Background: an optimization exercise with open tools, aiming at a short achievable clock period and few clock cycles per item. Do not read the settings as production practice.
The RTL was checked by simulation tests, not by an equivalence proof against the original design.
The clock port is modelled as an ideal driver; clocking choices that lean on that would not hold on a real chip.
Power figures rest on the tool's default switching activity, not on a simulated workload.

==> trial 51 <==
==> flow/design.v (excerpt) <==
module se15(
input           clk,
input           rst,
input           write,
input    [11:0] addr,
input    [31:0] lfsrdin,
input           pushin,
input     [7:0] datain,
input    [31:0] entrophy,
output          pushout,
output   [31:0] dataout
);
Settings: LEC_CHECK=0, CAP_MARGIN=60, CORE_MARGIN=2, CORE_UTILIZATION=55, CTS_CLUSTER_DIAMETER=60, CTS_CLUSTER_SIZE=20, SETUP_SLACK_MARGIN=3.6, SLEW_MARGIN=60; clock period 5.5 ns.
standard.sh (not shown) runs the stock make flow with config.mk's settings and CLKGATE_MAP_FILE= SYNTH_SCRIPT=/design/flow/synth_recipe.tcl, a recipe that flattens the netlist after the stock synthesis.
==> flow/flow/run.sh <==
#!/bin/bash
# Layout: the standard ORFS flow (standard.sh), with its own clock-tree step
# (flow/post_cts.tcl, run at the end of ORFS's CTS stage):
#  - the clock tree is built from buf_16 cells and the clock port drives the
#    tree's first level directly (no root buffer);
#  - the port buffers get plain buffer cells and the output flip-flops sit next
#    to their port buffers;
#  - then the usual post-CTS timing repair.
# Each make run's full output goes to its own log here; ORFS's logs are in orfs/logs.
set -uo pipefail
HERE=$(pwd)
ARGS=(SKIP_CTS_REPAIR_TIMING=1 POST_CTS_TCL=$HERE/flow/post_cts.tcl CTS_BUF_LIST=sky130_fd_sc_hd__buf_16)
if bash standard.sh finish "${ARGS[@]}" > standard.log 2>&1; then
  exit 0
fi
# Detailed routing now and then leaves wiring that extraction refuses: lay the
# design out again with a slightly different placement density.
for addon in 0.02 0.04; do
  mv standard.log standard_failed_$addon.log
  bash standard.sh clean_all > clean_$addon.log 2>&1 || true
  if bash standard.sh finish "${ARGS[@]}" PLACE_DENSITY_LB_ADDON=$addon > standard.log 2>&1; then
    exit 0
  fi
done
exit 1
==> flow/flow/post_cts.tcl <==
# Run after CTS (POST_CTS_TCL, with SKIP_CTS_REPAIR_TIMING=1).
# 2. Give the port buffers ordinary buffer cells (buffer_ports picks a delay cell).
# 3. Put each flip-flop that drives an output port's buffer right next to that buffer.
# 4. Then the usual post-CTS timing repair and legalisation.
set blk [ord::get_db_block]
set db [ord::get_db]
set clknet [[$blk findBTerm clk] getNet]
set its [$clknet getITerms]
if {[llength $its] == 1} {
  set root [[lindex $its 0] getInst]
  set onet ""
  foreach it [$root getITerms] {
    if {[$it isOutputSignal]} { set onet [$it getNet] }
  }
  if {$onet ne "" && [llength [$onet getITerms]] <= 5} {
    puts "post_cts: removing clock root buffer [$root getName]"
    foreach it [$onet getITerms] {
      if {[$it getInst] != $root} { $it disconnect; $it connect $clknet }
    }
    odb::dbInst_destroy $root
    odb::dbNet_destroy $onet
  }
}

proc port_buffer {bt} {
  set n [$bt getNet]
  set want [expr {[$bt getIoType] eq "OUTPUT" ? "isOutputSignal" : "isInputSignal"}]
  foreach it [$n getITerms] {
    if {[$it $want]} { return $it }
  }
  return ""
}

set buf_in  [$db findMaster sky130_fd_sc_hd__buf_4]
set buf_rst [$db findMaster sky130_fd_sc_hd__buf_12]
set buf_out [$db findMaster sky130_fd_sc_hd__buf_6]
foreach bt [$blk getBTerms] {
  set name [$bt getName]
  if {$name eq "clk"} { continue }
  set it [port_buffer $bt]
  if {$it eq ""} { continue }
  set inst [$it getInst]
  set m [[$inst getMaster] getName]
  if {![string match "sky130_fd_sc_hd__clkdlybuf*" $m] && ![string match "sky130_fd_sc_hd__buf_*" $m]} { continue }
  if {[$bt getIoType] eq "OUTPUT"} {
    $inst swapMaster $buf_out
  } elseif {$name eq "rst"} {
    $inst swapMaster $buf_rst
  } else {
    $inst swapMaster $buf_in
  }
}

foreach bt [$blk getBTerms] {
  if {[$bt getIoType] ne "OUTPUT"} { continue }
  set it [port_buffer $bt]
  if {$it eq ""} { continue }
  set buf [$it getInst]
  set inet ""
  foreach it [$buf getITerms] { if {[$it isInputSignal]} { set inet [$it getNet] } }
  if {$inet eq ""} { continue }
  set ff ""
  foreach it [$inet getITerms] { if {[$it isOutputSignal]} { set ff [$it getInst] } }
  if {$ff eq "" || ![[$ff getMaster] isSequential]} { continue }
  if {[llength [$inet getITerms]] != 2} { continue }
  lassign [$buf getLocation] bx by
  puts "post_cts: moving [$ff getName] next to [$buf getName] ([$bt getName])"
  $ff setLocation [expr {$bx + [[$buf getMaster] getWidth]}] $by
}
detailed_placement
estimate_parasitics -placement
report_clock_latency
repair_timing_helper
detailed_placement
check_placement -verbose
report_clock_latency
==> inputs of trial 96, as changes to trial 51 <==
==> flow/run.sh (new file) <==
#!/bin/bash
# synth_recipe.tcl (not shown) runs the flow's synth.tcl, then flattens the netlist and writes it again
# the make line also repeats each setting of config.mk as NAME=value (left out here)
make -C /OpenROAD-flow-scripts/flow DESIGN_CONFIG=/design/flow/config.mk WORK_HOME=/design/flow/orfs CLKGATE_MAP_FILE= SYNTH_SCRIPT=/design/flow/synth_recipe.tcl finish
SETUP_SLACK_MARGIN = 3.2   (was 3.6)
removed: flow/flow/run.sh
removed: flow/flow/post_cts.tcl
removed: flow/standard.sh
==> comparison <==
Of trial 51 and trial 96, trial 51 has the higher clock skew (gap 0.0024 ns).
Between trial 96 and trial 51, the lower via count is in trial 96 (gap 0.75%, measured against trial 51).
In trial 51 the non-clock buffer count is higher than in trial 96, by 103.
Of trial 51 and trial 96, trial 51 has the higher combinational power (gap 6.5%, measured against trial 96).
Of trial 96 and trial 51, trial 51 has the higher routed wire length (gap 0.98%, measured against trial 51).
In area after synthesis, trial 96 and trial 51 do not differ.
Power: trial 96 is smaller than trial 51 (5.5%).
In trial 51 the utilization is higher than in trial 96, by 0.95 points.
Critical path depth is the same in trial 96 and trial 51.
Testbench counts of trial 51, summed over its fixed seeds: cycles 24,600, items 24,000.
Testbench counts of trial 96, summed over its fixed seeds: cycles 24,600, items 24,000.

==> port drivers added, routing unchanged <==
In the flow no input, the clock included, has a driving cell. The finished layouts below were timed again as built, in two steps.
Step 1 assumes that a clkbuf_16 drives the clock port and a buf_2 every other input.
Step 2 also shifts input and output timing later by t, the mid clock arrival at the registers, as if the neighbouring blocks saw the same clock.
Three values: no drivers, after step 1, after step 2; two values: the first two.
| run | shift t [ns] | setup slack, ns | slew at the worst register clock pin (ns) |
|---|---|---|---|
| trial 51 | 0.923 | 3.168 / 2.935 / 2.959 | 0.09 / 0.09 |
| trial 96 | 1.091 | 2.902 / 2.777 / 2.354 | 0.09 / 0.09 |
After both steps setup and hold are still met in every run listed. For trial 96, which loses most, drivers alone change the setup slack by -0.125 ns; drivers and shift together by -0.548 ns. The worst setup slack also covers recovery checks on asynchronous resets.
